Background: an optimization exercise with open tools, aiming at small area, a short achievable clock period and few clock cycles. Do not read the settings as production practice.
Function was checked by simulation only, so behaviour that the tests miss may differ from the original.
No activity file was given, so power comes from the tool's default toggle rates.

### design/flow/design.v
module alu_v32_5(op, ir_lo, X, Y, FR, m2, W, div_active, cnt, kb, SP,
                 res, fr_new, wr_rd, wr_m2, div_stall, w_next, m2_next, cnt_next);
   input  wire [5:0]   op;           
   input  wire [9:0]   ir_lo;        
   input  wire [31:0]  X;
   input  wire [31:0]  Y;
   input  wire [15:0]  FR;
   input  wire [31:0]  m2;           
   input  wire [31:0]  W;            
   input  wire         div_active;
   input  wire [4:0]   cnt;
   input  wire [7:0]   kb;
   input  wire [15:0]  SP;
   output reg  [31:0]  res;          
   output reg  [15:0]  fr_new;
   output reg          wr_rd;        
   output reg          wr_m2;        
   output wire         div_stall;    
   output wire [31:0]  w_next;
   output wire [31:0]  m2_next;
   output wire [4:0]   cnt_next;
   localparam OP_ADD = 6'b100000, OP_SUB = 6'b100001, OP_MUL = 6'b100010,
              OP_DIV = 6'b100011, OP_MOD = 6'b100101, OP_INC = 6'b100100,
              OP_CMP = 6'b010110, OP_AND = 6'b010010, OP_OR  = 6'b010011,
              OP_XOR = 6'b010100, OP_NOT = 6'b010101, OP_SHF = 6'b010000,
              OP_MOV = 6'b110011, OP_INCH = 6'b110101;
   wire is_add = (op == OP_ADD);
   wire is_sub = (op == OP_SUB);
   wire is_cmp = (op == OP_CMP);
   wire is_inc = (op == OP_INC);
   wire is_div = (op == OP_DIV) | (op == OP_MOD);
   wire dec    = ir_lo[6];
   wire k      = ir_lo[0] & FR[11] & (is_add | is_sub);
   wire        b_inv = is_sub | is_cmp;
   wire [31:0] b_op  = is_inc ? {32{dec}} : (b_inv ? ~Y : Y);
   wire        c_in  = b_inv | (is_inc & ~dec);
   wire [33:0] sum   = {2'b0, X} + {2'b0, b_op} + {33'b0, c_in} + {33'b0, k};
   wire        x_ones  = &X;
   wire        sub_neg = ~(sum[32] | sum[33]) | (x_ones & k & (|Y));
   wire        add_c   = |sum[33:16];
   wire [16:0] p17 = X[15:0] * Y[15:0];
   wire [15:0] y_suf;    
   genvar gi;
   generate
      for (gi = 0; gi < 16; gi = gi + 1) begin : g_suf
         assign y_suf[gi] = |Y[15:gi];
      end
   endgenerate
   reg hipp;
   integer ii;
   always @(*) begin
      hipp = 1'b0;
      for (ii = 1; ii < 16; ii = ii + 1)
         hipp = hipp | (X[ii] & y_suf[16-ii]);
   end
   wire x_nz = |X;
   wire y_nz = |Y;
   wire mul_o = ((|X[31:16]) & y_nz) | ((|Y[31:16]) & x_nz) | hipp | p17[16];
   wire [3:0]  n    = ir_lo[3:0];
   wire [2:0]  mode = ir_lo[6:4];
   wire [4:0]  r_amt = (mode[2:1] == 2'b01) ? {1'b0, n} :
                       (mode[2:1] == 2'b10) ? (5'd15 - {1'b0, n}) : (5'd16 - {1'b0, n});
   wire [31:0] rsh = X >> r_amt;
   function [5:0] blen(input [31:0] v);
      integer j;
      begin
         blen = 6'd0;
         for (j = 0; j < 32; j = j + 1)
            if (v[j]) blen = j + 1;
      end
   endfunction
   reg [31:0] y_pre;    
   integer jj;
   always @(*) begin
      y_pre[31] = Y[31];
      for (jj = 30; jj >= 0; jj = jj - 1)
         y_pre[jj] = y_pre[jj+1] | Y[jj];
   end
   wire        x_longer = |(X & ~y_pre);           
   wire [5:0]  i0    = blen(X) - blen(Y);
   wire        use_d = is_div;
   wire [31:0] l_in  = use_d ? Y : X;
   wire [4:0]  l_amt = use_d ? cnt : {1'b0, n};
   wire [31:0] lsh   = l_in << l_amt;
   reg [31:0] sh_res;
   always @(*) begin
      case (mode[2:1])
        2'b00: sh_res = lsh;
        2'b01: sh_res = rsh;
        2'b10: sh_res = {16'h0, lsh[15:0]} | rsh;
        default: sh_res = {16'h0, lsh[15:0] | rsh[15:0]};
      endcase
   end
   wire        dz    = ~y_nz;
   wire [31:0] r_cur = div_active ? W : X;
   wire [31:0] q_cur = div_active ? m2 : 32'h0;
   wire [31:0] d_cur = div_active ? lsh : Y;
   wire [32:0] dsub  = {1'b0, r_cur} - {1'b0, d_cur};
   wire        q_bit = ~dsub[32];
   wire [31:0] r_nx  = q_bit ? dsub[31:0] : r_cur;
   wire [31:0] q_nx  = {q_cur[30:0], q_bit};
   assign div_stall = is_div & (div_active ? (cnt != 5'd0) : (~dz & x_longer));
   assign w_next    = div_active ? r_nx : X;
   assign m2_next   = div_active ? q_nx : 32'h0;
   assign cnt_next  = div_active ? (cnt - 5'd1) : i0[4:0];
   wire [31:0] div_q = dz ? m2 : q_nx;
   wire [31:0] div_r = dz ? m2 : r_nx;
   reg [31:0] pre;
   reg        zf;
   always @(*) begin
      pre    = 32'h0;
      zf     = 1'b0;
      wr_rd  = 1'b0;
      wr_m2  = 1'b0;
      fr_new = FR;
      case (op)
        OP_ADD: begin pre = {16'h0, sum[15:0]}; wr_rd = 1'b1; wr_m2 = 1'b1; fr_new[11] = add_c; zf = 1'b1; end
        OP_SUB: begin pre = {16'h0, sum[15:0]}; wr_rd = 1'b1; wr_m2 = 1'b1; fr_new[6] = sub_neg; zf = 1'b1; end
        OP_MUL: begin pre = {16'h0, p17[15:0]}; wr_rd = 1'b1; wr_m2 = 1'b1; fr_new[10] = mul_o; zf = 1'b1; end
        OP_DIV: begin pre = div_q; wr_rd = 1'b1; wr_m2 = 1'b1; fr_new[9] = dz; zf = 1'b1; end
        OP_MOD: begin pre = div_r; wr_rd = 1'b1; wr_m2 = 1'b1; fr_new[9] = dz; zf = 1'b1; end
        OP_INC: begin pre = sum[31:0]; wr_rd = 1'b1; wr_m2 = 1'b1; end
        OP_AND: begin pre = X & Y; wr_rd = 1'b1; wr_m2 = 1'b1; zf = 1'b1; end
        OP_OR:  begin pre = X | Y; wr_rd = 1'b1; wr_m2 = 1'b1; zf = 1'b1; end
        OP_XOR: begin pre = X ^ Y; wr_rd = 1'b1; wr_m2 = 1'b1; zf = 1'b1; end
        OP_NOT: begin pre = ~X; wr_rd = 1'b1; wr_m2 = 1'b1; zf = 1'b1; end
        OP_SHF: begin pre = sh_res; wr_rd = 1'b1; wr_m2 = 1'b1; end
        OP_CMP: begin
           fr_new[15:13] = (sum[31:0] == 32'h0) ? 3'b001 : (sum[32] ? 3'b100 : 3'b010);
        end
        OP_MOV: wr_rd = ~(ir_lo[0] & ir_lo[1]);
        OP_INCH: wr_rd = 1'b1;
        default: ;
      endcase
      if (zf) fr_new[12] = (pre == 32'h0);
      if (op == OP_MOV)       res = ir_lo[0] ? {16'h0, SP} : X;
      else if (op == OP_INCH) res = {24'h0, kb};
      else                    res = (is_sub & sub_neg) ? 32'h0 : pre;
   end
endmodule
module control_unit_v(wire_clock, wire_reset, bus_RAM_DATA_IN, bus_RAM_DATA_OUT,
                      bus_RAM_ADDRESS, wire_RW, bus_keyboard, videoflag, bus_vga_pos,
                      bus_vga_char);
   input  wire         wire_clock;
   input  wire         wire_reset;
   input  wire [31:0]  bus_RAM_DATA_IN;
   output wire [31:0]  bus_RAM_DATA_OUT;
   output wire [31:0]  bus_RAM_ADDRESS;
   output wire         wire_RW;
   input  wire [7:0]   bus_keyboard;
   output wire         videoflag;
   output wire [15:0]  bus_vga_pos;
   output wire [15:0]  bus_vga_char;
   localparam PH_F = 3'd0, PH_I = 3'd1, PH_D = 3'd2, PH_W = 3'd3, PH_A = 3'd4;
   localparam OP_LOAD = 6'b110000, OP_STORE = 6'b110001, OP_LOADN = 6'b111000,
              OP_LOADI = 6'b111100, OP_STOREI = 6'b111101, OP_MOV = 6'b110011,
              OP_OUTC = 6'b110010, OP_PUSH = 6'b000101, OP_POP = 6'b000110,
              OP_JMP = 6'b000010, OP_CALL = 6'b000011, OP_RTS = 6'b000100;
   reg [2:0]   phase;
   reg         ex_valid;      
   reg [15:0]  IR;
   reg [15:0]  PC;            
   reg [15:0]  SP;
   reg [15:0]  FR;
   reg [31:0]  m2;            
   reg [31:0]  ADDR;
   reg [31:0]  DOUT;          
   reg         RW;
   reg         VF;
   reg         div_active;
   reg [4:0]   cnt;
   reg [31:0]  Rn [0:7];
   assign bus_RAM_ADDRESS  = ADDR;
   assign bus_RAM_DATA_OUT = DOUT;
   assign wire_RW          = RW;
   assign videoflag        = VF;
   assign bus_vga_pos      = DOUT[15:0];
   assign bus_vga_char     = DOUT[31:16];
   wire [5:0]  op = IR[15:10];
   wire [2:0]  rd = IR[9:7];
   function [5:0] port_sel(input [15:0] w);
      reg [5:0] o;
      reg x_rd, alu2;
      begin
         o = w[15:10];
         x_rd = (o == 6'b010110) | (o == 6'b100100) | (o == 6'b010000) |
                (o == OP_STORE) | (o == OP_PUSH) | ((o == OP_MOV) & w[1] & w[0]);
         alu2 = (o == 6'b100000) | (o == 6'b100001) | (o == 6'b100010) |
                (o == 6'b100011) | (o == 6'b100101) | (o == 6'b010010) |
                (o == 6'b010011) | (o == 6'b010100);
         port_sel[2:0] = x_rd ? w[9:7] : w[6:4];
         port_sel[5:3] = alu2 ? w[3:1] : ((o == 6'b010110) ? w[6:4] : w[9:7]);
      end
   endfunction
   reg  [2:0]  xi, yi;
   wire [31:0] X = Rn[xi];
   wire [31:0] Y = Rn[yi];
   wire [31:0] res;
   wire [15:0] fr_new;
   wire        wr_rd, wr_m2, div_stall;
   wire [31:0] w_next, m2_next;
   wire [4:0]  cnt_next;
   alu_v32_5 alu(.op(op), .ir_lo(IR[9:0]), .X(X), .Y(Y), .FR(FR), .m2(m2), .W(DOUT),
                 .div_active(div_active), .cnt(cnt), .kb(bus_keyboard), .SP(SP),
                 .res(res), .fr_new(fr_new), .wr_rd(wr_rd), .wr_m2(wr_m2),
                 .div_stall(div_stall), .w_next(w_next), .m2_next(m2_next),
                 .cnt_next(cnt_next));
   wire ex     = (phase == PH_F) & ex_valid;
   wire stall  = ex & div_stall;
   wire ex_outc  = ex & (op == OP_OUTC);
   wire ex_movsp = ex & (op == OP_MOV) & IR[1] & IR[0];
   wire flags_late = ex & ((op == 6'b100010) | (op == 6'b100011) | (op == 6'b100101));
   wire [15:0] fr_cur = ex ? fr_new : FR;
   function cond_f(input [3:0] c, input [15:0] f);
      case (c)
        4'b0000: cond_f = 1'b1;
        4'b0001: cond_f = f[13];
        4'b0010: cond_f = ~f[13];
        4'b0011: cond_f = f[12];
        4'b0100: cond_f = ~f[12];
        4'b0101: cond_f = f[11];
        4'b0110: cond_f = ~f[11];
        4'b0111: cond_f = f[15];
        4'b1000: cond_f = f[14];
        4'b1001: cond_f = f[15] | f[13];
        4'b1010: cond_f = f[14] | f[13];
        4'b1011: cond_f = f[10];
        4'b1100: cond_f = ~f[10];
        4'b1101: cond_f = f[6];
        4'b1110: cond_f = f[9];
        default: cond_f = 1'b0;
      endcase
   endfunction
   wire [15:0] din16 = bus_RAM_DATA_IN[15:0];
   wire [5:0]  fop   = din16[15:10];
   wire f_cond = cond_f(din16[9:6], fr_cur);
   wire c_cond = cond_f(IR[9:6], FR);
   wire [15:0] pc_inc  = PC + 16'h0001;
   wire [15:0] pc_inc2 = PC + 16'h0002;
   wire [15:0] sp_inc  = SP + 16'h0001;
   wire [15:0] sp_dec  = SP - 16'h0001;
   wire [15:0] sp_now     = ex_movsp ? X[15:0] : SP;
   wire [15:0] sp_now_inc = ex_movsp ? (X[15:0] + 16'h0001) : sp_inc;
   wire load_wr = ((phase == PH_I) & (op == OP_LOADN)) |
                  ((phase == PH_D) & ((op == OP_LOAD) | (op == OP_LOADI) |
                                      ((op == OP_POP) & ~IR[6])));
   always @(posedge wire_clock) begin
      if (load_wr)                   Rn[rd] <= bus_RAM_DATA_IN;
      else if (ex & wr_rd & ~stall)  Rn[rd] <= res;
   end
   wire [15:0] ch = Y[15:0];
   wire [15:0] ch_adj = {ch[15:12], ch[11:8] ^ {4{(ch[11:8] == 4'h0) | (ch[11:8] == 4'hf)}}, ch[7:0]};
   always @(posedge wire_clock) begin
      if (stall) cnt <= cnt_next;
      if (ex_outc)
         DOUT <= {ch_adj, X[15:0]};
      else if (stall)
         DOUT <= w_next;
      else if (phase == PH_F)
         DOUT <= {16'h0, pc_inc};                         
      else if (phase == PH_A)
         DOUT <= (op == OP_CALL) ? {16'h0, PC} :
                 (op == OP_PUSH && IR[6]) ? {16'h0, FR} : X;
      else if (phase == PH_I)
         DOUT <= X;                                        
   end
   always @(posedge wire_clock) begin
      if (wire_reset) begin
         phase      <= PH_F;
         ex_valid   <= 1'b0;
         PC         <= 16'h0000;
         SP         <= 16'h7ffc;
         FR         <= 16'h0000;
         m2         <= 32'h0;
         div_active <= 1'b0;
         ADDR       <= 32'h0;
         RW         <= 1'b0;
         VF         <= 1'b0;
      end else begin
         if (ex) begin
            FR <= fr_new;
            if (stall)      m2 <= m2_next;
            else if (wr_m2) m2 <= res;
            if (ex_movsp)   SP <= X[15:0];
         end
         div_active <= stall;
         VF <= ex_outc;
         RW <= 1'b0;
         case (phase)
           PH_F: if (!stall) begin
              IR       <= din16;
              {yi, xi} <= port_sel(din16);
              ex_valid <= 1'b0;
              PC       <= pc_inc;
              ADDR     <= {16'h0, pc_inc};
              case (fop)
                OP_LOAD, OP_STORE, OP_LOADN: phase <= PH_I;
                OP_JMP:
                   if (f_cond | flags_late) phase <= PH_I;
                   else begin
                      PC   <= pc_inc2;
                      ADDR <= {16'h0, pc_inc2};
                   end
                OP_LOADI, OP_STOREI, OP_PUSH: phase <= PH_A;
                OP_POP, OP_RTS: begin
                   phase <= PH_D;
                   ADDR  <= {16'h0, sp_now_inc};
                end
                OP_CALL:
                   if (ex_outc) phase <= PH_A;      
                   else begin
                      phase <= PH_W;
                      ADDR  <= {16'h0, sp_now};
                      RW    <= 1'b1;
                   end
                default: ex_valid <= 1'b1;
              endcase
           end
           PH_I: begin
              phase <= PH_F;
              PC    <= pc_inc;
              ADDR  <= {16'h0, pc_inc};
              case (op)
                OP_LOAD: begin
                   phase <= PH_D;
                   ADDR  <= {16'h0, din16};
                end
                OP_STORE: begin
                   phase <= PH_W;
                   ADDR  <= {16'h0, din16};
                   RW    <= 1'b1;
                end
                OP_JMP, OP_CALL:
                   if (op == OP_CALL || c_cond) begin
                      PC   <= din16;
                      ADDR <= {16'h0, din16};
                   end
                default: ;
              endcase
           end
           PH_D: begin
              phase <= PH_F;
              ADDR  <= {16'h0, PC};
              if (op == OP_POP || op == OP_RTS) SP <= sp_inc;
              if (op == OP_POP && IR[6])        FR <= din16;
              if (op == OP_RTS) begin
                 PC   <= din16 + 16'h0001;
                 ADDR <= {16'h0, din16 + 16'h0001};
              end
           end
           PH_W: begin
              phase <= PH_F;
              ADDR  <= {16'h0, PC};
              if (op == OP_PUSH) SP <= sp_dec;
              if (op == OP_CALL) begin
                 if (c_cond) begin
                    phase <= PH_I;
                    SP    <= sp_dec;
                 end else begin
                    PC   <= pc_inc;
                    ADDR <= {16'h0, pc_inc};
                 end
              end
           end
           default: begin  
              case (op)
                OP_LOADI: begin
                   phase <= PH_D;
                   ADDR  <= X;
                end
                OP_STOREI: begin
                   phase <= PH_W;
                   ADDR  <= Y;
                   RW    <= 1'b1;
                end
                default: begin  
                   phase <= PH_W;
                   ADDR  <= {16'h0, SP};
                   RW    <= 1'b1;
                end
              endcase
           end
         endcase
      end
   end
endmodule
module  cpu_v32_5(wire_clock, wire_reset, bus_RAM_DATA_IN, bus_RAM_DATA_OUT, bus_RAM_ADDRESS,
                  wire_RW, bus_keyboard, videoflag, bus_vga_pos, bus_vga_char);
   input  wire         wire_clock;
   input  wire         wire_reset;
   input  wire [31:0]  bus_RAM_DATA_IN;
   output wire [31:0]  bus_RAM_DATA_OUT;
   output wire [31:0]  bus_RAM_ADDRESS;
   output wire         wire_RW;
   input  wire [7:0]   bus_keyboard;
   output wire         videoflag;
   output wire [15:0]  bus_vga_pos;
   output wire [15:0]  bus_vga_char;
   control_unit_v control_v_dut(wire_clock, wire_reset, bus_RAM_DATA_IN, bus_RAM_DATA_OUT,
                                bus_RAM_ADDRESS, wire_RW, bus_keyboard, videoflag, bus_vga_pos,
                                bus_vga_char);
endmodule
### design/flow/run.sh
#!/bin/bash
# synth_recipe.tcl (not shown) runs the flow's synth.tcl, then flattens the netlist and writes it again
# the make line also repeats each setting of config.mk as NAME=value (left out here)
make -C /OpenROAD-flow-scripts/flow DESIGN_CONFIG=/design/flow/config.mk WORK_HOME=/design/flow/orfs CLKGATE_MAP_FILE= SYNTH_SCRIPT=/design/flow/synth_recipe.tcl finish
### design/flow/config.mk
export PLATFORM = sky130hd
export DESIGN_NAME = cpu_v32_5
export DESIGN_NICKNAME = cpu_v32_5
export VERILOG_FILES = /design/flow/design.v
export SDC_FILE = /design/flow/constraint.sdc
export NUM_CORES = 4
export LEC_CHECK = 0
export ABC_CLOCK_PERIOD_IN_PS = 14000
export CAP_MARGIN = 20
export CORE_MARGIN = 2
export CORE_UTILIZATION = 50
export PLACE_DENSITY = 0.6
export SLEW_MARGIN = 20
### design/flow/constraint.sdc
create_clock -name core_clock -period 70.0 [get_ports {wire_clock}]
set_input_delay 14.0000 -clock core_clock [delete_from_list [all_inputs] [get_ports {wire_clock}]]
set_output_delay 14.0000 -clock core_clock [all_outputs]
set_load 0.01 [all_outputs]
==> results of run 1 <==
[per-stage QoR]
| stage | std cells | power [mW] | cell area (um^2) | hold WS (ps) |
|---|---|---|---|---|
| 3_3_place_gp | 6633 | 2.15 | 48800 | 428 |
| 2_1_floorplan | 5602 | 1.53 | 46100 | 415 |
| 6_report | 6744 | 2.59 | 50500 | 447 |
| 4_1_cts | 6727 | 2.46 | 50500 | 448 |
| 3_5_place_dp | 6634 | 2.17 | 48800 | 436 |
| 5_1_grt | 6729 | 2.67 | 50500 | 479 |
[layer usage]
metal | vias up | GRT usage (%) | share of wire, %
li1 | 20657 | - | -
met1 | 24626 | 68.0 | 35
met2 | 5079 | 73.9 | 39
met3 | 1346 | 23.9 | 17
met4 | 16 | 38.1 | 9.3
met5 | - | 1.03 | 0.093
[layout make-up]
cell class | instances | area, um^2
multi-input cells | 4407 | 31500
clock inverters | 32 | 407
fillers | 8361 | 41000
inverters | 251 | 942
flip-flops and latches | 439 | 11900
repair buffers | 351 | 2980
clock buffers | 61 | 1290
diodes | 17 | 42.5
well taps | 1186 | 1480
[worst register-to-register path, delay by kind of cell, from the launching register on]
kind / cells / cell delay (ps)
fa+ha+maj: 7 / 3130
compound gates: 10 / 3480
simple gates: 9 / 2720
flops: 1 / 990
buf+inv: 7 / 2380
mux: 3 / 1120
[cells by family (layout without fill, tap and decap cells)]
family                   Yosys count  in the layout  share of synthesized area [%]
other                              0             17                              0
AO/OA/AOI/OAI                   1792           1792                           25.1
multiplexers                     370            370                           11.1
flip-flops                       439            439                           25.9
AND/OR/NAND/NOR                 1708           1708                           16.8
XOR/XNOR                         215            215                           4.09
buffers and inverters            756            695                           6.69
adder cells (fa/ha/maj)          322            322                           10.3
[cell usage after synthesis, types with 17 or more instances]
library cell / number / area [um^2]
xor2_1: 53 / 464
nand2b_1: 29 / 181
clkbuf_1: 389 / 1460
a22o_1: 26 / 228
fa_1: 98 / 1960
a31oi_1: 56 / 350
and3_1: 45 / 282
a21o_1: 42 / 315
buf_1: 38 / 143
nor2b_1: 23 / 144
nor2_1: 485 / 1820
a211oi_1: 95 / 713
mux2i_1: 202 / 2020
or2_2: 19 / 119
nor3_1: 121 / 606
o21a_1: 25 / 188
o221ai_1: 53 / 464
o21bai_1: 19 / 143
mux2_2: 54 / 608
inv_2: 18 / 67.6
or3_1: 24 / 150
a2111oi_0: 17 / 149
nand3_1: 118 / 591
inv_1: 222 / 833
dfxtp_1: 125 / 2500
mux4_2: 98 / 2210
a22oi_1: 135 / 1010
o21ai_1: 18 / 90.1
nand4_1: 60 / 375
o211ai_1: 98 / 736
nand2_1: 646 / 2420
nor4_1: 44 / 275
a21oi_1: 474 / 2370
xnor2_1: 162 / 1420
a221oi_1: 54 / 473
o21ai_0: 392 / 1960
a221o_1: 22 / 220
buf_4: 39 / 293
o22ai_1: 110 / 688
ha_1: 223 / 2790
buf_2: 30 / 150
edfxtp_1: 314 / 9430
and2_1: 18 / 113
[state kept, by name, indices dropped and copies added, names as in the netlist, named ones only]
signal	count
control_v_dut.cnt	5
control_v_dut.ex_valid	1
control_v_dut.xi	3
control_v_dut.yi	3
control_v_dut.div_active	1
control_v_dut.m2	32
control_v_dut.VF	1
control_v_dut.ADDR	32
control_v_dut.PC	16
control_v_dut.FR	16
control_v_dut.Rn	256
control_v_dut.IR	15
control_v_dut.SP	16
control_v_dut.RW	1
control_v_dut.DOUT	32
control_v_dut.phase	3
[power groups by stage]
stage	clock network, mW	logic (mW)	registers [mW]
after floorplan	0	1.22	0.306
after detailed placement	0	1.85	0.316
after global placement	0	1.84	0.316
final	0.283	1.99	0.312
after global routing	0.290	2.07	0.312
after CTS	0.281	1.87	0.311
[worst min-delay path by stage]
stage	to	slack, ps	cells after the start
after CTS	flop	450	2
after detailed placement	flop	440	2
after floorplan	flop	420	2
after global placement	flop	430	2
after global routing	control_v_dut.FR[7]$_SDFFE_PP0P_	480	2
final	flop	450	2
[placed cells by master, fill, tap and decap left out, drive strengths merged, types with 60 or more instances in the layout]
cell / instances
a211oi: 95
a22oi: 135
a21oi: 474
inv: 241
o22ai: 110
nor3: 123
nand4: 60
dfxtp: 125
buf: 213
ha: 223
mux2i: 216
nand3: 119
nor2: 487
clkbuf: 61
clkdlybuf4s50: 138
fa: 98
edfxtp: 314
mux4: 98
xnor2: 162
o211ai: 98
nand2: 648
o21ai: 410
==> results.cfg, run 1 <==
[sta]
fin_crit_sh_pct = 25.7
finalSetupTns_ps = 0
finalMaxSlewViolations = 0
relSlewSlack_pct = 7.56
rsz0062_at_grt = no
worst_pin_slew_ps = 1380
max_freq_mhz = 55.6
hold_viol = 0
skew_ps = 21.3
fin_ws_ps = 52000
period_minus_slack_ps = 18000
finalSetupViolCount = 0

[power]
power.density_nw_per_um2 = 51.2
power.leakage_nw = 18.7
internal-power_mw = 1.14
clkPwrFrac_pct = 10.9
pwr-share-seq_pct = 12.1
irDropWorstVdd_uv = 161
power_frac_comb_pct = 77.0
switching_share_pct = 55.8
p_sw_mw = 1.44

[worst_setup_path]
crit_path_top_delay_cell = clkdlybuf4s50_1
cpPeakStageDelay_ps = 940
cp.required_ps = 70580
worstReg2RegEnd = control_v_dut.PC[6]$_SDFFE_PP0P_
worst_setup_path_end_kind = flop
crit_path_start = bus_RAM_DATA_IN[7]
crit_arrival_ps = 18570
worstPathCellList = clkdlybuf4s50_1 -> or3_1 -> a21oi_1 -> nor3_1 -> nand2_1 -> a31oi_1 -> o311ai_1 -> a211o_1 -> a211oi_1 -> nand2_2 -> nor2_4 -> mux2_1 -> a32o_1 -> a221oi_1
cp-start-kind = input port
crit_cells = 14
critPathMaxFanout = 22
path_buf_inv = 1
crit_type = input port to flop
worstRegToRegCells = 36
r2r_setup_slack_ps = 56110
critPathTopFamily = compound AO/OA/AOI/OAI gates
cp-endpoint = control_v_dut.PC[6]$_SDFFE_PP0P_

[cts]
clock_latency_ps = 680
clockRootBuffer = clkbuf_16
cts_buffer_depth = 3
post_cts_buffers = 0
cts_buffers = 50
clock_sinks = 439
htree_levels = 2
cts_tree = built
cts_resized = 0
cts_hold_buf = 0
path_clk_slew_ps = 60

[place]
dpl.hpwl_mm = 187
numPortBuffers = 139
gp_congestion = 1.13
place_ws_ps = 51390

[global_route]
grt_pass1_vias = 47420
grt_max_degree = 68
gr-total-overflow = 0
antenna_found_initial = 21
grt_pass1_wl_mm = 363
track_usage_pct = 54.2

[floorplanning]
rows = 111
die-area_um2 = 94600
ioPinCount = 140
initial_core_util_pct = 50.3
die_w_um = 308
die_h_um = 308
core_um2 = 91500

[routing]
drt.antenna.violating_nets = 0
vias = 51724
post_drt_wl_per_cell_um = 39.1
drt_iter0_markers = 10366
via_per_inst = 7.67
firstDrtPassIters = 13
remaining_drc_errors = 0
totalWireLength_mm = 264

[synth]
synth_ff_type = edfxtp_1
netlist_area_um2 = 46100
yosysWarnings = 2
synthDistinctLibCells = 106
synth_edf_count = 314
syn_area_per_cell_um2 = 8.22
synthCells = 5602
synth_nets = 5965
ys_seq_area_share_pct = 25.9
synth-async-reset-ratio_pct = 0
ys_ff_latch = 439

[status]
status = finished clean

[cells_and_area]
drive_above_1_share_pct = 10.8
areaGrowthSynthToFinish_pct = 9.73
final_util_pct = 55.2
nets = 5863

[min_path]
hold_start = control_v_dut.xi[2]$_DFFE_PP_
hp-class = flop to flop

[run]
drv_cap = 0
Testbench counts, summed over its fixed seeds: cycles 72,207.
==> run 2, diff against run 1 <==
--- a/design/flow/design.v
+++ b/design/flow/design.v
@@ -32,8 +32,11 @@
    wire dec    = ir_lo[6];
    wire k      = ir_lo[0] & FR[11] & (is_add | is_sub);
-   wire        b_inv = is_sub | is_cmp;
-   wire [31:0] b_op  = is_inc ? {32{dec}} : (b_inv ? ~Y : Y);
+   wire        d_it  = is_div & div_active;           
+   wire [31:0] lsh;
+   wire        b_inv = is_sub | is_cmp | is_div;
+   wire [31:0] a_op  = d_it ? W : X;
+   wire [31:0] b_op  = is_inc ? {32{dec}} : (b_inv ? ~(d_it ? lsh : Y) : Y);
    wire        c_in  = b_inv | (is_inc & ~dec);
-   wire [33:0] sum   = {2'b0, X} + {2'b0, b_op} + {33'b0, c_in} + {33'b0, k};
+   wire [33:0] sum   = {2'b0, a_op} + {2'b0, b_op} + {33'b0, c_in} + {33'b0, k};
    wire        x_ones  = &X;
    wire        sub_neg = ~(sum[32] | sum[33]) | (x_ones & k & (|Y));
@@ -82,5 +85,5 @@
    wire [31:0] l_in  = use_d ? Y : X;
    wire [4:0]  l_amt = use_d ? cnt : {1'b0, n};
-   wire [31:0] lsh   = l_in << l_amt;
+   assign      lsh   = l_in << l_amt;
    reg [31:0] sh_res;
    always @(*) begin
@@ -93,10 +96,7 @@
    end
    wire        dz    = ~y_nz;
-   wire [31:0] r_cur = div_active ? W : X;
    wire [31:0] q_cur = div_active ? m2 : 32'h0;
-   wire [31:0] d_cur = div_active ? lsh : Y;
-   wire [32:0] dsub  = {1'b0, r_cur} - {1'b0, d_cur};
-   wire        q_bit = ~dsub[32];
-   wire [31:0] r_nx  = q_bit ? dsub[31:0] : r_cur;
+   wire        q_bit = sum[32];                          
+   wire [31:0] r_nx  = q_bit ? sum[31:0] : a_op;
    wire [31:0] q_nx  = {q_cur[30:0], q_bit};
    assign div_stall = is_div & (div_active ? (cnt != 5'd0) : (~dz & x_longer));
@@ -152,5 +152,6 @@
    output wire [15:0]  bus_vga_pos;
    output wire [15:0]  bus_vga_char;
-   localparam PH_F = 3'd0, PH_I = 3'd1, PH_D = 3'd2, PH_W = 3'd3, PH_A = 3'd4;
+   localparam PH_F = 3'd0, PH_I = 3'd1, PH_D = 3'd2, PH_W = 3'd3, PH_A = 3'd4,
+              PH_FA = 3'd5, PH_DA = 3'd6, PH_WA = 3'd7;
    localparam OP_LOAD = 6'b110000, OP_STORE = 6'b110001, OP_LOADN = 6'b111000,
               OP_LOADI = 6'b111100, OP_STOREI = 6'b111101, OP_MOV = 6'b110011,
@@ -169,4 +170,6 @@
    reg         VF;
    reg         div_active;
+   reg [2:0]   pend;          
+   reg [2:0]   ld_rd;         
    reg [4:0]   cnt;
    reg [31:0]  Rn [0:7];
@@ -193,7 +196,15 @@
       end
    endfunction
-   reg  [2:0]  xi, yi;
-   wire [31:0] X = Rn[xi];
-   wire [31:0] Y = Rn[yi];
+   reg  [7:0]  xs, ys;        
+   reg  [31:0] X, Y;
+   integer ri;
+   always @(*) begin
+      X = 32'h0;
+      Y = 32'h0;
+      for (ri = 0; ri < 8; ri = ri + 1) begin
+         X = X | (Rn[ri] & {32{xs[ri]}});
+         Y = Y | (Rn[ri] & {32{ys[ri]}});
+      end
+   end
    wire [31:0] res;
    wire [15:0] fr_new;
@@ -234,5 +245,11 @@
    wire [15:0] din16 = bus_RAM_DATA_IN[15:0];
    wire [5:0]  fop   = din16[15:10];
-   wire f_cond = cond_f(din16[9:6], fr_cur);
+   wire [5:0]  psel  = port_sel(din16);
+   reg [15:0] cv;
+   integer ci;
+   always @(*)
+      for (ci = 0; ci < 16; ci = ci + 1)
+         cv[ci] = cond_f(ci[3:0], fr_cur) | flags_late;
+   wire f_cond = cv[din16[9:6]];
    wire c_cond = cond_f(IR[9:6], FR);
    wire [15:0] pc_inc  = PC + 16'h0001;
@@ -242,37 +259,117 @@
    wire [15:0] sp_now     = ex_movsp ? X[15:0] : SP;
    wire [15:0] sp_now_inc = ex_movsp ? (X[15:0] + 16'h0001) : sp_inc;
+   wire ph_f  = (phase == PH_F);
+   wire ph_fa = (phase == PH_FA);
+   wire ph_da = (phase == PH_DA);
+   wire ph_wa = (phase == PH_WA);
+   wire ph_ax = ph_da | ph_wa;
+   wire fa_hazard = ((op == OP_PUSH) & (SP == PC)) |
+                    ((op == OP_STOREI) & (Y == {16'h0, PC}));
+   wire f_go  = ph_f & ~stall;                  
+   wire fa_go = ph_fa & ~fa_hazard;             
+   wire fetch = f_go | fa_go;
    wire load_wr = ((phase == PH_I) & (op == OP_LOADN)) |
-                  ((phase == PH_D) & ((op == OP_LOAD) | (op == OP_LOADI) |
-                                      ((op == OP_POP) & ~IR[6])));
+                  ((phase == PH_D) & ((op == OP_LOAD) | ((op == OP_POP) & ~IR[6]))) |
+                  ph_da;
+   wire [2:0] wr_idx = ph_da ? ld_rd : rd;
    always @(posedge wire_clock) begin
-      if (load_wr)                   Rn[rd] <= bus_RAM_DATA_IN;
+      if (load_wr)                   Rn[wr_idx] <= bus_RAM_DATA_IN;
       else if (ex & wr_rd & ~stall)  Rn[rd] <= res;
    end
    wire [15:0] ch = Y[15:0];
    wire [15:0] ch_adj = {ch[15:12], ch[11:8] ^ {4{(ch[11:8] == 4'h0) | (ch[11:8] == 4'hf)}}, ch[7:0]};
+   wire d_jmp     = (fop == OP_JMP);
+   wire d_poprts  = (fop == OP_POP) | (fop == OP_RTS);
+   wire d_call    = (fop == OP_CALL);
+   wire d_ahead   = (fop == OP_LOADI) | (fop == OP_STOREI) | (fop == OP_PUSH);
+   wire d_callw   = d_call & ~ex_outc;                 
+   wire f_skip    = d_jmp & ~f_cond;
+   reg  [2:0] f_phase;                                  
+   always @(*) begin
+      case (fop)
+        OP_LOAD, OP_STORE, OP_LOADN: f_phase = PH_I;
+        OP_JMP:                      f_phase = f_skip ? PH_F : PH_I;
+        OP_LOADI, OP_STOREI, OP_PUSH: f_phase = PH_FA;
+        OP_POP, OP_RTS:              f_phase = PH_D;
+        OP_CALL:                     f_phase = ex_outc ? PH_A : PH_W;
+        default:                     f_phase = PH_F;
+      endcase
+   end
+   wire f_multi = (fop == OP_LOAD) | (fop == OP_STORE) | (fop == OP_LOADN) | d_jmp |
+                  d_ahead | d_poprts | d_call;
    always @(posedge wire_clock) begin
       if (stall) cnt <= cnt_next;
+      if (fetch) begin
+         IR       <= din16;
+         {ys, xs} <= {8'h1 << psel[5:3], 8'h1 << psel[2:0]};
+      end
+      if (ph_fa) ld_rd <= rd;
       if (ex_outc)
          DOUT <= {ch_adj, X[15:0]};
       else if (stall)
          DOUT <= w_next;
-      else if (phase == PH_F)
+      else if (ph_f)
          DOUT <= {16'h0, pc_inc};                         
-      else if (phase == PH_A)
-         DOUT <= (op == OP_CALL) ? {16'h0, PC} :
-                 (op == OP_PUSH && IR[6]) ? {16'h0, FR} : X;
+      else if (ph_fa)
+         DOUT <= (op == OP_PUSH && IR[6]) ? {16'h0, FR} : X;
+      else if (phase == PH_A || ph_ax)
+         DOUT <= {16'h0, PC};                             
       else if (phase == PH_I)
          DOUT <= X;                                        
    end
+   wire i_din     = (op == OP_LOAD) | (op == OP_STORE) | (op == OP_CALL) | ((op == OP_JMP) & c_cond);
+   wire [15:0] din_inc = din16 + 16'h0001;
+   reg  [31:0] addr_slow;
+   reg  [15:0] pc_slow;
+   always @(*) begin
+      addr_slow = {16'h0, PC};
+      pc_slow   = PC;
+      case (phase)
+        PH_I: begin
+           addr_slow = {16'h0, i_din ? din16 : pc_inc};
+           pc_slow   = ((op == OP_CALL) | ((op == OP_JMP) & c_cond)) ? din16 : pc_inc;
+        end
+        PH_D:
+           if (op == OP_RTS) begin
+              addr_slow = {16'h0, din_inc};
+              pc_slow   = din_inc;
+           end
+        PH_W:
+           if (op == OP_CALL && !c_cond) begin
+              addr_slow = {16'h0, pc_inc};
+              pc_slow   = pc_inc;
+           end
+        PH_A:
+           addr_slow = {16'h0, SP};
+        PH_FA:
+           addr_slow = (op == OP_LOADI) ? X : (op == OP_STOREI) ? Y : {16'h0, SP};
+        PH_DA, PH_WA:
+           addr_slow = {16'h0, (pend == PH_D) ? sp_inc : (pend == PH_W) ? SP : PC};
+        default: ;
+      endcase
+   end
+   wire [15:0] a_base = d_poprts ? sp_now_inc : (d_callw ? sp_now : pc_inc);
+   wire [15:0] a_jmp  = f_cond ? pc_inc : pc_inc2;
+   wire [15:0] a_f    = d_jmp ? a_jmp : a_base;
+   wire [31:0] addr_next = f_go ? {16'h0, a_f} : addr_slow;
+   wire [15:0] pc_f      = d_jmp ? a_jmp : pc_inc;
+   wire [15:0] pc_next   = fetch ? pc_f : pc_slow;
+   always @(posedge wire_clock) begin
+      if (wire_reset) begin
+         ADDR <= 32'h0;
+         PC   <= 16'h0000;
+      end else begin
+         ADDR <= addr_next;
+         PC   <= pc_next;
+      end
+   end
    always @(posedge wire_clock) begin
       if (wire_reset) begin
          phase      <= PH_F;
          ex_valid   <= 1'b0;
-         PC         <= 16'h0000;
          SP         <= 16'h7ffc;
          FR         <= 16'h0000;
          m2         <= 32'h0;
          div_active <= 1'b0;
-         ADDR       <= 32'h0;
          RW         <= 1'b0;
          VF         <= 1'b0;
@@ -287,97 +384,45 @@
          VF <= ex_outc;
          RW <= 1'b0;
+         if (fetch) ex_valid <= ~f_multi;
          case (phase)
            PH_F: if (!stall) begin
-              IR       <= din16;
-              {yi, xi} <= port_sel(din16);
-              ex_valid <= 1'b0;
-              PC       <= pc_inc;
-              ADDR     <= {16'h0, pc_inc};
-              case (fop)
-                OP_LOAD, OP_STORE, OP_LOADN: phase <= PH_I;
-                OP_JMP:
-                   if (f_cond | flags_late) phase <= PH_I;
-                   else begin
-                      PC   <= pc_inc2;
-                      ADDR <= {16'h0, pc_inc2};
-                   end
-                OP_LOADI, OP_STOREI, OP_PUSH: phase <= PH_A;
-                OP_POP, OP_RTS: begin
-                   phase <= PH_D;
-                   ADDR  <= {16'h0, sp_now_inc};
-                end
-                OP_CALL:
-                   if (ex_outc) phase <= PH_A;      
-                   else begin
-                      phase <= PH_W;
-                      ADDR  <= {16'h0, sp_now};
-                      RW    <= 1'b1;
-                   end
-                default: ex_valid <= 1'b1;
-              endcase
+              phase <= f_phase;
+              RW    <= d_callw;
            end
            PH_I: begin
               phase <= PH_F;
-              PC    <= pc_inc;
-              ADDR  <= {16'h0, pc_inc};
-              case (op)
-                OP_LOAD: begin
-                   phase <= PH_D;
-                   ADDR  <= {16'h0, din16};
-                end
-                OP_STORE: begin
-                   phase <= PH_W;
-                   ADDR  <= {16'h0, din16};
-                   RW    <= 1'b1;
-                end
-                OP_JMP, OP_CALL:
-                   if (op == OP_CALL || c_cond) begin
-                      PC   <= din16;
-                      ADDR <= {16'h0, din16};
-                   end
-                default: ;
-              endcase
+              if (op == OP_LOAD) phase <= PH_D;
+              if (op == OP_STORE) begin
+                 phase <= PH_W;
+                 RW    <= 1'b1;
+              end
            end
            PH_D: begin
               phase <= PH_F;
-              ADDR  <= {16'h0, PC};
               if (op == OP_POP || op == OP_RTS) SP <= sp_inc;
               if (op == OP_POP && IR[6])        FR <= din16;
-              if (op == OP_RTS) begin
-                 PC   <= din16 + 16'h0001;
-                 ADDR <= {16'h0, din16 + 16'h0001};
-              end
            end
            PH_W: begin
               phase <= PH_F;
-              ADDR  <= {16'h0, PC};
               if (op == OP_PUSH) SP <= sp_dec;
-              if (op == OP_CALL) begin
-                 if (c_cond) begin
-                    phase <= PH_I;
-                    SP    <= sp_dec;
-                 end else begin
-                    PC   <= pc_inc;
-                    ADDR <= {16'h0, pc_inc};
-                 end
+              if (op == OP_CALL && c_cond) begin
+                 phase <= PH_I;
+                 SP    <= sp_dec;
               end
            end
+           PH_A: begin  
+              phase <= PH_W;
+              RW    <= 1'b1;
+           end
+           PH_FA: begin
+              phase <= (op == OP_LOADI) ? PH_DA : PH_WA;
+              RW    <= (op != OP_LOADI);
+              pend  <= fa_hazard ? PH_F : ((f_phase == PH_A) ? PH_W : f_phase);
+              if (fa_hazard) ex_valid <= 1'b0;
+              if (op == OP_PUSH) SP <= sp_dec;
+           end
            default: begin  
-              case (op)
-                OP_LOADI: begin
-                   phase <= PH_D;
-                   ADDR  <= X;
-                end
-                OP_STOREI: begin
-                   phase <= PH_W;
-                   ADDR  <= Y;
-                   RW    <= 1'b1;
-                end
-                default: begin  
-                   phase <= PH_W;
-                   ADDR  <= {16'h0, SP};
-                   RW    <= 1'b1;
-                end
-              endcase
+              phase <= pend;
+              RW    <= (pend == PH_W);
            end
          endcase
==> design/flow/flow/run.sh (new file) <==
#!/bin/bash
# Layout: the standard flow (standard.sh, unchanged synthesis), with
# repair_timing asked to keep a setup margin so that it also shortens the
# paths that already meet the 70 ns clock; the I/O ports keep their buffers.
set -euo pipefail
cd "$(dirname "$0")/.."
bash standard.sh SETUP_SLACK_MARGIN=54.5 finish > orfs_make.log 2>&1
==> design/flow/standard.sh (new file) <==
#!/bin/bash
# synth_recipe.tcl (not shown) runs the flow's synth.tcl, then flattens the netlist and writes it again
# the make line also repeats each setting of config.mk as NAME=value (left out here)
make -C /OpenROAD-flow-scripts/flow DESIGN_CONFIG=/design/flow/config.mk WORK_HOME=/design/flow/orfs CLKGATE_MAP_FILE= SYNTH_SCRIPT=/design/flow/synth_recipe.tcl "${@:-finish}"
==> design/flow/config.mk (replaced) <==
export PLATFORM = sky130hd
export DESIGN_NAME = cpu_v32_5
export DESIGN_NICKNAME = cpu_v32_5
export VERILOG_FILES = /design/flow/design.v
export SDC_FILE = /design/flow/constraint.sdc
export NUM_CORES = 4
export LEC_CHECK = 0
export CAP_MARGIN = 40
export CORE_MARGIN = 2
export CORE_UTILIZATION = 35
export PLACE_DENSITY = 0.5
export SLEW_MARGIN = 30
removed: design/flow/run.sh
==> run 2 against run 1 <==
Via count fell by 5.5%. Largest cell class unchanged. Die area rose by 34%. Largest power group unchanged. Synthesized cell count fell by 5.6%. Sequential share of layout area rose by 0.83 points. Highest routed layer unchanged.
==> results.cfg, run 2 <==
[status]
status = finished clean

[min_path]
hold_end = control_v_dut.FR[3]$_SDFFE_PP0P_
holdPathStages = 2
hp-class = flop to flop
hold_start = control_v_dut.FR[3]$_SDFFE_PP0P_

[routing]
totalWireLength_mm = 266
remaining_drc_errors = 0
drt.antenna.violating_nets = 0
post_drt_wl_per_cell_um = 37.8
vias = 48886
firstDrtPassIters = 9
via_per_inst = 6.95
drt_iter0_markers = 8775

[sta]
finalMaxSlewViolations = 0
rsz0062_at_grt = yes
max_freq_mhz = 63.8
fin_crit_sh_pct = 22.4
relSlewSlack_pct = 24.1
finalSetupViolCount = 0
hold_viol = 0
period_minus_slack_ps = 15680
finalSetupTns_ps = 0
skew_ps = 55.5
worst_pin_slew_ps = 1140

[cells_and_area]
instances_no_fill = 7036
areaGrowthSynthToFinish_pct = 16.3
nets = 5691
final_cell_mix = nor2_1 (556), nand2_1 (429), o21ai_0 (350), a21oi_1 (336), buf_4 (331)
design_area_um2 = 50300
max_flop_register = control_v_dut.Rn
drive_above_1_share_pct = 14.7
layout_commonest_cell = nor2_1
largest_register_ffs = 256

[global_route]
grt_pass1_vias = 45004
grt_pass1_wl_mm = 364
grt_max_degree = 66
track_usage_pct = 40.5
gr-total-overflow = 0
antenna_found_initial = 16

[synth]
synthDistinctLibCells = 118
syn_area_per_cell_um2 = 8.17
ys_seq_area_share_pct = 28.4
synth_top_cell_by_area = edfxtp_1
synth_edf_count = 330
synthCells = 5287
yosysWarnings = 2
synth_area_leaders = edfxtp_1 (23%), a22oi_1 (5.6%), ha_1 (5.6%)
synth_ff_type = edfxtp_1
synth_nets = 5619
ys_ff_latch = 449
synth_top_area_share_pct = 22.9
synth_most_common_cell = nor2_1
synth-async-reset-ratio_pct = 0
synth_commonest_cells = nor2_1 (576), nand2_1 (433), o21ai_0 (364)
netlist_area_um2 = 43200

[floorplanning]
die_w_um = 355
ioPinCount = 140
die-area_um2 = 126000
core_um2 = 122000
rows = 128
initial_core_util_pct = 35.4
die_h_um = 355

[cts]
cts_tree = built
path_clk_slew_ps = 60
clockRootBuffer = clkbuf_16
htree_levels = 2
cts_buffer_depth = 3
cts_hold_buf = 0
clock_latency_ps = 700
cts_buffers = 54
clock_sinks = 449

[worst_setup_path]
crit_arrival_ps = 16260
crit_type = input port to flop
critPathMaxFanout = 8
rr_startpoint = control_v_dut.IR[14]$_DFFE_PN_
r2r_setup_slack_ps = 58340
worstReg2RegEnd = control_v_dut.PC[14]$_SDFFE_PP0P_
worst_setup_path_end_kind = flop
cp.required_ps = 70580
worstRegToRegCells = 30
cp-start-kind = input port

[place]
dpl.hpwl_mm = 188
gp_congestion = 1.08
place_area_um2 = 47000
dp_cells = 6824
numPortBuffers = 139

[power]
power_mw = 2.72
power.leakage_nw = 18.8
power.density_nw_per_um2 = 54.1
irDropWorstVdd_uv = 237

[run]
drv_cap = 0
[run 2: changes by cell type in the layout (fill, tap and decap cells not counted), moves of 84 or more]
cell and change:
mux2i_1 -155, clkdlybuf4s50_1 -114, nand2_1 -217, a22oi_1 +188
a21oi_1 -135, buf_4 +119, nor2_1 +84
[run 2: worst max path at each step]
| stage | slack [ps] | startpoint | endpoint | depth (start not counted) |
|---|---|---|---|---|
| after CTS | 54290 | bus_RAM_DATA_IN[5] | control_v_dut.ADDR[14]$_SDFF_PP0_ | 14 |
| after floorplan | 53970 | bus_RAM_DATA_IN[8] | control_v_dut.ADDR[8]$_SDFF_PP0_ | 11 |
| after global routing | 54260 | bus_RAM_DATA_IN[7] | control_v_dut.ADDR[14]$_SDFF_PP0_ | 11 |
| after global placement | 52580 | bus_RAM_DATA_IN[0] | control_v_dut.ADDR[10]$_SDFF_PP0_ | 12 |
| final | 54320 | bus_RAM_DATA_IN[8] | control_v_dut.ADDR[0]$_SDFF_PP0_ | 13 |
| after detailed placement | 52490 | bus_RAM_DATA_IN[0] | control_v_dut.ADDR[14]$_SDFF_PP0_ | 14 |
[run 2: critical path: stages]
cell and delay, ps:
buf_12 110, nand2b_4 130, buf_4 130, buf_4 140
nor4b_2 270, or3b_4 240, o211ai_4 90, buf_12 150
a21oi_4 220, buf_6 130, a221oi_2 40, a21boi_2 220
a211oi_2 360
[run 2: final cells by class]
class	count	area (um^2)
fillers	12382	71900
repair buffers	516	4290
diodes	9	22.5
flip-flops and latches	449	12300
multi-input cells	4080	28700
inverters	258	973
well taps	1625	2030
clock inverters	31	370
clock buffers	68	1530
[run 2: repair_timing]
action / in CTS / in global routing
pin swaps: 30 / 48
endpoints found under the setup margin: 151 / 59
cloned: 1 / 1
buffers inserted: 52 / 36
gates resized for setup: 296 / 81
[run 2: cells by family after synthesis]
| group | share of synthesized area (%) |
|---|---|
| adder cells (fa/ha/maj) | 10.1 |
| flip-flops | 28.4 |
| buffers and inverters | 7.29 |
| multiplexers | 3.15 |
| XOR/XNOR | 3.55 |
| AND/OR/NAND/NOR | 18.0 |
| AO/OA/AOI/OAI | 29.4 |
[run 2: per-layer routing]
metal | vias up | part of all wire (%) | GRT usage (%)
met5 | - | 0.023 | 0.0377
met4 | 10 | 6.6 | 22.6
met3 | 947 | 14 | 14.1
met2 | 3895 | 41 | 57.7
met1 | 23969 | 39 | 53.2
li1 | 20065 | - | -
[run 2: where the power goes]
part / internal (mW) / total [mW] / switching [mW]
clock network: 0.174 / 0.306 / 0.132
registers: 0.298 / 0.306 / 0.00867
logic: 0.711 / 2.11 / 1.40
[run 2: through the flow]
| stage | worst slack, ps | hold slack, ps | util, % |
|---|---|---|---|
| CTS | 54290 | 480 | 40.5 |
| detailed placement | 52490 | 472 | 38.4 |
| floorplan | 53970 | 424 | - |
| global route | 54260 | 504 | 41.1 |
| finish | 54320 | 485 | 41.1 |
| global placement | 52580 | 473 | 38.2 |
Testbench counts of run 2, summed over its fixed seeds: cycles 69,172.
==> run 3, diff against run 2 <==
==> design/flow/flow/run.sh (replaced) <==
#!/bin/bash
# Layout: the standard flow (standard.sh, unchanged synthesis), with
# repair_timing asked to keep a setup margin so that it also shortens the
# paths that already meet the 70 ns clock. The I/O ports keep their
# buffers (a plain buffer cell instead of the default delay cell).
set -euo pipefail
cd "$(dirname "$0")/.."
bash standard.sh SETUP_SLACK_MARGIN=55 "BUFFER_PORTS_ARGS=-buffer_cell sky130_fd_sc_hd__buf_2" finish > orfs_make.log 2>&1
--- a/design/flow/config.mk
+++ b/design/flow/config.mk
@@ -9,4 +9,5 @@
 export CORE_MARGIN = 2
 export CORE_UTILIZATION = 35
+export CTS_BUF_LIST = sky130_fd_sc_hd__clkbuf_4 sky130_fd_sc_hd__clkbuf_8
 export PLACE_DENSITY = 0.5
 export SLEW_MARGIN = 30
==> run 3 against run 2 <==
Largest cell class unchanged. Sequential power about the same. Synthesized cell count did not move. Count of clock-buffer cells in the layout is 51 higher. Core utilization down 0.58 points.
==> results.cfg, run 3 <==
[worst_setup_path]
path_buf_inv = 1
cp-start-kind = flop
crit_type = flop to output pin
worstRegToRegCells = 32
worst_setup_path_end_kind = output pin
crit_path_top_delay_cell = edfxtp_1
crit_arrival_ps = 1580
worstPathCellList = buf_2
crit_cells = 1
critPathTopFamily = flip-flops
cpPeakStageDelay_ps = 520
critPathMaxFanout = 3
cp.required_ps = 56000

[power]
internal-power_mw = 1.17
power.leakage_nw = 18.4
clkPwrFrac_pct = 11.0
power.density_nw_per_um2 = 54.5
irDropWorstVdd_uv = 268
power_frac_comb_pct = 77.6
switching_share_pct = 56.8
pwr-share-seq_pct = 11.4
p_sw_mw = 1.53

[floorplanning]
initial_core_util_pct = 35.4
die_h_um = 355
core_um2 = 122000
die_w_um = 355
die-area_um2 = 126000
ioPinCount = 140
rows = 128

[routing]
remaining_drc_errors = 0
post_drt_wl_per_cell_um = 36.7
via_per_inst = 6.99
firstDrtPassIters = 10
drt_iter0_markers = 8257
vias = 49158
drt.antenna.violating_nets = 0
totalWireLength_mm = 258

[synth]
syn_area_per_cell_um2 = 8.17
synth_area_leaders = edfxtp_1 (23%), a22oi_1 (5.6%), ha_1 (5.6%)
synth_ff_type = edfxtp_1
synth_commonest_cells = nor2_1 (576), nand2_1 (433), o21ai_0 (364)
synthCells = 5287
ys_seq_area_share_pct = 28.4
synth_top_area_share_pct = 22.9
synth_top_cell_by_area = edfxtp_1
synth_nets = 5619
synthDistinctLibCells = 118
yosysWarnings = 2
synth_edf_count = 330
ys_ff_latch = 449
synth-async-reset-ratio_pct = 0
synth_most_common_cell = nor2_1
netlist_area_um2 = 43200

[place]
dpl.hpwl_mm = 181
gp_congestion = 1.11
numPortBuffers = 139
place_ws_ps = 53230

[sta]
skew_ps = 88.0
rsz0062_at_grt = yes
hold_viol = 0
fin_ws_ps = 54420
fin_crit_sh_pct = 22.3
worst_pin_slew_ps = 1120
finalMaxSlewViolations = 0
max_freq_mhz = 64.2
finalSetupViolCount = 0
relSlewSlack_pct = 25.7
finalSetupTns_ps = 0
period_minus_slack_ps = 15580

[cells_and_area]
nets = 5669
layout_commonest_cell = nor2_1
regArea_um2 = 12300
n_fill_cell = 12532
areaGrowthSynthToFinish_pct = 14.6
max_flop_register = control_v_dut.Rn
final_cell_mix = nor2_1 (555), nand2_1 (426), o21ai_0 (353), a21oi_1 (335), edfxtp_1 (330)
multi_input_area_um2 = 28800
drive_above_1_share_pct = 17.7
largest_register_ffs = 256

[cts]
clock_latency_ps = 860
path_clk_slew_ps = 80
cts_tree = built
cts_buffers = 86
cts_buffer_depth = 3
clockRootBuffer = clkbuf_8
htree_levels = 3
clock_sinks = 449

[global_route]
antenna_found_initial = 13
use_met1_pct = 51.7
track_usage_pct = 39.3
grt_max_degree = 51
grt_pass1_wl_mm = 355
met3_usage_pct = 13.4
grt_busiest_layer = met2
grt_pass1_vias = 45349
use_met2_pct = 55.0
gr-total-overflow = 0

[status]
status = finished clean

[run]
drv_cap = 0

[min_path]
holdPathStages = 2
hp-class = flop to flop
-- run 3: layout make-up --
class                      count  share of cell area, %
antenna                        6                 0.0303
clock buffer                 119                   2.96
clock inverter                36                  0.808
inverter                     258                   1.99
multi-input combinational   4080                   58.1
sequential                   449                   24.9
tap                         1625                   4.10
timing repair buffer         462                   7.17
-- run 3: stage by stage --
step,hold WS [ps],cell area [um^2],utilization [%],instances,total power [mW]
after floorplan,424,43700,-,5287,1.58
after global placement,483,46000,37.6,6783,2.31
after detailed placement,483,46200,37.8,6802,2.32
after CTS,490,48900,40.0,7001,2.64
after global routing,518,49500,40.5,7031,2.86
final,496,49500,40.5,7035,2.70
-- run 3: power by group through the flow --
stage	clock [mW]	combinational, mW	sequential, mW
detailed placement	0	2.01	0.313
floorplan	0	1.27	0.310
global placement	0	1.99	0.313
global route	0.311	2.24	0.308
finish	0.298	2.09	0.308
CTS	0.301	2.03	0.308
-- run 3: path summary, 6_finish.rpt --
path	start	endpoint	slack [ps]
setup / recovery	control_v_dut.DOUT[31]$_DFFE_PP_	bus_RAM_DATA_OUT[31]	54420
hold / removal	control_v_dut.FR[2]$_SDFFE_PP0P_	control_v_dut.FR[2]$_SDFFE_PP0P_	500
setup reg to reg	control_v_dut.IR[14]$_DFFE_PN_	control_v_dut.PC[13]$_SDFFE_PP0P_	58310
hold reg to reg	control_v_dut.FR[2]$_SDFFE_PP0P_	control_v_dut.FR[2]$_SDFFE_PP0P_	500
-- run 3: timing repair --
item	4_1_cts	5_1_grt
setup endpoints to repair	140	149
gates resized for setup	118	84
pin swaps	46	43
setup buffers	43	15
hold buffers	0	0
gates cloned	1	0
-- run 3: worst register-to-register path, delay by kind of cell, from the launching register on --
family / cells / cell delay, ps
AO/OA/AOI/OAI: 16 / 5710
adder cells (fa/ha/maj): 2 / 740
buffers and inverters: 3 / 790
flip-flops: 1 / 680
multiplexers: 1 / 420
AND/OR/NAND/NOR: 10 / 3240
-- run 3: logic make-up after synthesis --
| group | synth area share [%] |
|---|---|
| AND/OR/NAND/NOR | 18.0 |
| flip-flops | 28.4 |
| XOR/XNOR | 3.55 |
| buffers and inverters | 7.29 |
| adder cells (fa/ha/maj) | 10.1 |
| multiplexers | 3.15 |
| AO/OA/AOI/OAI | 29.4 |
-- run 3: layer usage --
metal	share of wire, %	vias to the layer above
li1	-	20046
met1	39	23963
met2	40	4095
met3	14	1044
met4	7.4	10
met5	0.046	-
==> run 4, diff against run 3 <==
--- a/design/flow/flow/run.sh
+++ b/design/flow/flow/run.sh
@@ -6,3 +6,3 @@
 set -euo pipefail
 cd "$(dirname "$0")/.."
-bash standard.sh SETUP_SLACK_MARGIN=55 "BUFFER_PORTS_ARGS=-buffer_cell sky130_fd_sc_hd__buf_2" finish > orfs_make.log 2>&1
+bash standard.sh SETUP_SLACK_MARGIN=54.5 "BUFFER_PORTS_ARGS=-buffer_cell sky130_fd_sc_hd__buf_2" finish > orfs_make.log 2>&1
==> run 4 against run 3 <==
Worst setup slack got worse by 21 ps. Critical path type is now input port to flop. Largest cell class unchanged. Clock power shrank 9.7%. Largest power group unchanged. Maximum frequency down 0.13%. Critical endpoint is now control_v_dut.ADDR[10]$_SDFF_PP0_.
==> results.cfg, run 4 <==
[status]
status = finished clean

[cts]
path_clk_slew_ps = 70
cts_tree = built
cts_buffer_depth = 3
clock_latency_ps = 850
cts_buffers = 85
htree_levels = 3
cts_hold_buf = 0
clockRootBuffer = clkbuf_8
clock_sinks = 449

[cells_and_area]
nets = 5640
drive_above_1_share_pct = 15.7
largest_register_ffs = 256
max_flop_register = control_v_dut.Rn
n_fill_cell = 12585
final_cell_mix = nor2_1 (555), nand2_1 (429), o21ai_0 (354), a21oi_1 (339), edfxtp_1 (330)
layout_commonest_cell = nor2_1
areaGrowthSynthToFinish_pct = 12.1
final_util_pct = 39.6

[sta]
skew_ps = 71.2
finalMaxSlewViolations = 0
hold_viol = 0
period_minus_slack_ps = 15600
max_freq_mhz = 64.1
finalSetupTns_ps = 0
worst_pin_slew_ps = 1250
finalSetupViolCount = 0
relSlewSlack_pct = 16.4
rsz0062_at_grt = yes
fin_crit_sh_pct = 22.3

[routing]
post_drt_wl_per_cell_um = 37.3
drt.antenna.violating_nets = 0
via_per_inst = 7.02
drt_iter0_markers = 8528
firstDrtPassIters = 9
vias = 49174
totalWireLength_mm = 262
remaining_drc_errors = 0

[global_route]
grt_pass1_vias = 44940
antenna_found_initial = 16
grt_max_degree = 65
track_usage_pct = 39.9
grt_pass1_wl_mm = 359
gr-total-overflow = 0

[synth]
ys_ff_latch = 449
synth_top_cell_by_area = edfxtp_1
synth_ff_type = edfxtp_1
synth_commonest_cells = nor2_1 (576), nand2_1 (433), o21ai_0 (364)
synth_edf_count = 330
synth_most_common_cell = nor2_1
ys_seq_area_share_pct = 28.4
yosysWarnings = 2
synth-async-reset-ratio_pct = 0
syn_area_per_cell_um2 = 8.17
synthDistinctLibCells = 118
synthCells = 5287
synth_area_leaders = edfxtp_1 (23%), a22oi_1 (5.6%), ha_1 (5.6%)
synth_nets = 5619
netlist_area_um2 = 43200
synth_top_area_share_pct = 22.9

[worst_setup_path]
cpPeakStageDelay_ps = 330
worst_setup_path_end_kind = flop
crit_arrival_ps = 16290
crit_type = input port to flop
worstReg2RegEnd = control_v_dut.PC[13]$_SDFFE_PP0P_
r2r_setup_slack_ps = 58060
path_buf_inv = 2
cpMostUsedCell = and3_4
worstRegToRegCells = 35
cp.required_ps = 70690
worstPathCellList = buf_8 -> ha_4 -> and3_4 -> and3_4 -> buf_4 -> xnor2_2 -> a32oi_2 -> o221ai_2 -> a221oi_2 -> a21oi_2 -> nand3b_1 -> nor4_2 -> nor3_1
critPathMaxFanout = 10
crit_path_start = bus_RAM_DATA_IN[0]
critPathTopFamily = compound AO/OA/AOI/OAI gates
cp-start-kind = input port
rr_startpoint = control_v_dut.xs[5]$_SDFFCE_PN0N_
crit_path_top_delay_cell = a221oi_2

[floorplanning]
die_w_um = 355
initial_core_util_pct = 35.4
core_um2 = 122000
die-area_um2 = 126000
ioPinCount = 140
die_h_um = 355
rows = 128

[place]
gp_congestion = 1.10
dpl.hpwl_mm = 184
numPortBuffers = 139

[power]
power_mw = 2.67
power.density_nw_per_um2 = 55.1
power.leakage_nw = 18.1
irDropWorstVdd_uv = 190

[run]
drv_cap = 0

[min_path]
hold_end = control_v_dut.FR[8]$_SDFFE_PP0P_
hp-class = flop to flop
hold_start = control_v_dut.FR[8]$_SDFFE_PP0P_
holdPathStages = 2
run 4: cell counts after synthesis:
Identical to the previous run, type by type.
run 4: kinds of logic after synthesis:
logic type | count (synthesis) | synth area share (%)
DFF | 449 | 28.4
adders and majority gates | 291 | 10.1
and+or+nand+nor | 1641 | 18.0
xor gates and xnor gates | 175 | 3.55
muxes | 110 | 3.15
AOI/OAI and AO/OA | 1863 | 29.4
buffers and inverters | 758 | 7.29
run 4: routing by layer:
layer  share of wire [%]  vias up  track usage [%]
met2                  40     4123             56.7
met5               0.053        -                0
li1                    -    19973                -
met4                 7.4       20             23.7
met1                  38    24036             51.9
met3                  14     1022             13.9
run 4: power by group:
part | total [mW] | switching (mW) | internal (mW)
logic | 2.09 | 1.39 | 0.700
registers | 0.308 | 0.0101 | 0.298
clock network | 0.269 | 0.134 | 0.134
run 4: final cells by class:
type,count,area (um^2),area share (%)
diodes,11,27.5,0.0568
clock buffers,111,1380,2.86
clock inverters,40,260,0.537
inverters,258,976,2.02
multi-input cells,4080,28400,58.7
flip-flops and latches,449,12300,25.4
well taps,1625,2030,4.20
repair buffers,434,3040,6.28
run 4: per-stage QoR:
| step | worst slack [ps] | hold WS (ps) | instances | area (um^2) |
|---|---|---|---|---|
| final | 54400 | 498 | 7008 | 48400 |
| after detailed placement | 53150 | 480 | 6803 | 46100 |
| after CTS | 54430 | 489 | 6973 | 48100 |
| after global routing | 54340 | 530 | 6998 | 48400 |
| after floorplan | 53970 | 424 | 5287 | 43500 |
| after global placement | 53240 | 484 | 6786 | 45900 |
run 4: what timing repair did:
action	CTS	global route
setup buffers	19	14
gates resized for setup	44	34
pin swaps	11	17
endpoints found under the setup margin	64	34
run 4: worst max-delay path by stage:
| stage | depth (start not counted) | endpoint |
|---|---|---|
| final | 13 | control_v_dut.ADDR[10]$_SDFF_PP0_ |
| after detailed placement | 12 | control_v_dut.ADDR[5]$_SDFF_PP0_ |
| after floorplan | 11 | control_v_dut.ADDR[8]$_SDFF_PP0_ |
| after CTS | 1 | bus_vga_char[14] |
| after global placement | 12 | control_v_dut.ADDR[5]$_SDFF_PP0_ |
| after global routing | 12 | control_v_dut.PC[10]$_SDFFE_PP0P_ |
run 4: worst register-to-register path: cells and delay by family, from the launching register on:
kind | cells | cell delay [ps]
compound gates | 16 | 5180
simple gates | 9 | 2780
mux | 1 | 390
fa+ha+maj | 2 | 760
flops | 1 | 330
buf+inv | 7 | 2380
==> run 5, diff against run 4 <==
--- a/design/flow/config.mk
+++ b/design/flow/config.mk
@@ -8,6 +8,6 @@
 export CAP_MARGIN = 40
 export CORE_MARGIN = 2
-export CORE_UTILIZATION = 35
+export CORE_UTILIZATION = 50
 export CTS_BUF_LIST = sky130_fd_sc_hd__clkbuf_4 sky130_fd_sc_hd__clkbuf_8
-export PLACE_DENSITY = 0.5
+export PLACE_DENSITY = 0.6
 export SLEW_MARGIN = 30
==> run 5 against run 4 <==
Still clean. Cell area fell by 0.82%. Total power rose by 1.3%. Cell count fell by 6.8%. Synthesized cell count did not move. Wire length fell by 6.0%.
==> results.cfg, run 5 <==
[floorplanning]
rows = 107
die_w_um = 298
die_h_um = 298
ioPinCount = 140
initial_core_util_pct = 50.6
die-area_um2 = 88800
core_um2 = 85400

[sta]
finalMaxSlewViolations = 0
rsz0062_at_grt = yes
relSlewSlack_pct = 28.8
fin_crit_sh_pct = 22.2
hold_viol = 0
hold_slack_ps = 499
worst_pin_slew_ps = 1060
finalSetupTns_ps = 0
period_minus_slack_ps = 15560
skew_ps = 64.7
max_freq_mhz = 64.3
finalSetupViolCount = 0
fin_ws_ps = 54440

[cells_and_area]
layout_commonest_cell = nor2_1
max_flop_register = control_v_dut.Rn
nets = 5643
drive_above_1_share_pct = 15.8
final_cell_mix = nor2_1 (556), nand2_1 (429), o21ai_0 (356), a21oi_1 (337), edfxtp_1 (330)
largest_register_ffs = 256
final_util_pct = 56.2
areaGrowthSynthToFinish_pct = 11.1

[global_route]
grt_pass1_vias = 45587
grt_pass1_wl_mm = 341
track_usage_pct = 53.3
use_met1_pct = 64.9
gr-total-overflow = 0
use_met2_pct = 72.7
antenna_found_initial = 13
grt_busiest_layer = met2
grt_max_degree = 72
met3_usage_pct = 27.3

[synth]
netlist_area_um2 = 43200
synth_most_common_cell = nor2_1
ys_ff_latch = 449
synth-async-reset-ratio_pct = 0
syn_area_per_cell_um2 = 8.17
synth_edf_count = 330
synth_area_leaders = edfxtp_1 (23%), a22oi_1 (5.6%), ha_1 (5.6%)
synth_nets = 5619
synth_commonest_cells = nor2_1 (576), nand2_1 (433), o21ai_0 (364)
synthDistinctLibCells = 118
ys_seq_area_share_pct = 28.4
synth_top_cell_by_area = edfxtp_1
synthCells = 5287
yosysWarnings = 2
synth_ff_type = edfxtp_1
synth_top_area_share_pct = 22.9

[worst_setup_path]
r2r_setup_slack_ps = 58040
critPathMaxFanout = 8
crit_type = input port to flop
worst_setup_path_end_kind = flop
cp.required_ps = 70640
cp-start-kind = input port
crit_arrival_ps = 16200

[power]
power.density_nw_per_um2 = 56.3
irDropWorstVdd_uv = 357
power.leakage_nw = 18.1

[cts]
cts_hold_buf = 0
cts_buffer_depth = 3
cts_buffers = 81
clock_sinks = 449
htree_levels = 3
path_clk_slew_ps = 60
clockRootBuffer = clkbuf_8
clock_latency_ps = 810
cts_tree = built

[status]
status = finished clean

[routing]
drt_iter0_markers = 10050
drt.antenna.violating_nets = 0
firstDrtPassIters = 10
vias = 50030
remaining_drc_errors = 0
via_per_inst = 7.66
totalWireLength_mm = 246
post_drt_wl_per_cell_um = 37.6

[place]
dpl.hpwl_mm = 174
place_ws_ps = 53100
gp_congestion = 1.13
numPortBuffers = 139

[min_path]
hp-class = flop to flop

[run]
drv_cap = 0
==> run 5: worst paths after layout <==
check / start / to / cells past startpoint
worst max-delay path: bus_RAM_DATA_IN[6] / control_v_dut.ADDR[14]$_SDFF_PP0_ / 14
worst min register to register: control_v_dut.FR[3]$_SDFFE_PP0P_ / control_v_dut.FR[3]$_SDFFE_PP0P_ / 2
worst max register to register: control_v_dut.IR[10]$_DFFE_PN_ / control_v_dut.PC[10]$_SDFFE_PP0P_ / 30
worst min-delay path: control_v_dut.FR[3]$_SDFFE_PP0P_ / control_v_dut.FR[3]$_SDFFE_PP0P_ / 2
==> run 5: metrics by stage <==
stage	area (um^2)	cells	total power [mW]
detailed placement	45400	6314	2.27
floorplan	43500	5287	1.57
global route	48000	6527	2.83
finish	48000	6533	2.70
global placement	45200	6290	2.24
CTS	47500	6483	2.56
==> run 5: worst max-delay path, cell delays in order <==
cell and delay, ps:
buf_12 100, and3_4 170, and3_4 170, and3_4 210, nand3_2 90, xor2_2 170, a21oi_1 90, o21ai_1 100
o211ai_1 230, nor3_1 280, and3_4 240, nand3_1 90, nor4_2 180, a2111oi_2 60
==> run 5: cells by family (layout without fill, tap and decap cells) <==
logic type | count (synthesis) | after routing | synth area share, %
compound gates | 1863 | 1863 | 29.4
xor+xnor | 175 | 175 | 3.55
fa+ha+maj | 291 | 291 | 10.1
buf+inv | 758 | 850 | 7.29
flops | 449 | 449 | 28.4
mux | 110 | 110 | 3.15
other cells | 0 | 9 | 0
simple gates | 1641 | 1642 | 18.0
==> run 5: metal layers <==
metal | routed length, um | share of wire [%]
met3 | 43900 | 18
met5 | 433 | 0.18
met1 | 84300 | 34
met4 | 22000 | 9.0
met2 | 95200 | 39
==> run 5: layout make-up <==
cell class / count / area, um^2
fillers: 8036 / 37400
multi-input cells: 4081 / 28400
flip-flops and latches: 449 / 12300
repair buffers: 440 / 3120
well taps: 1144 / 1430
clock buffers: 111 / 1380
inverters: 258 / 973
clock inverters: 41 / 389
diodes: 9 / 22.5
==> run 5: report_power, final <==
part,switching (mW),leakage (nW),internal [mW]
Sequential,0.00965,4.09,0.298
Combinational,1.42,13.1,0.703
Clock,0.133,0.922,0.146
Total,1.56,18.1,1.15
==> run 5: what timing repair did <==
item,in CTS,in global routing
endpoints found under the setup margin,35,30
cloned,0,1
buffers inserted,17,19
hold endpoints to repair,0,0
gates resized for setup,42,37
pin swaps,14,22

Re-timed with assumed drivers on the ports (clkbuf_16 on the clock, buf_2 on other inputs), run 5 has 54.408 ns of setup slack against 54.437 ns with ideal ports, and 53.600 ns once port delays also move by the mid clock arrival of 0.848 ns.
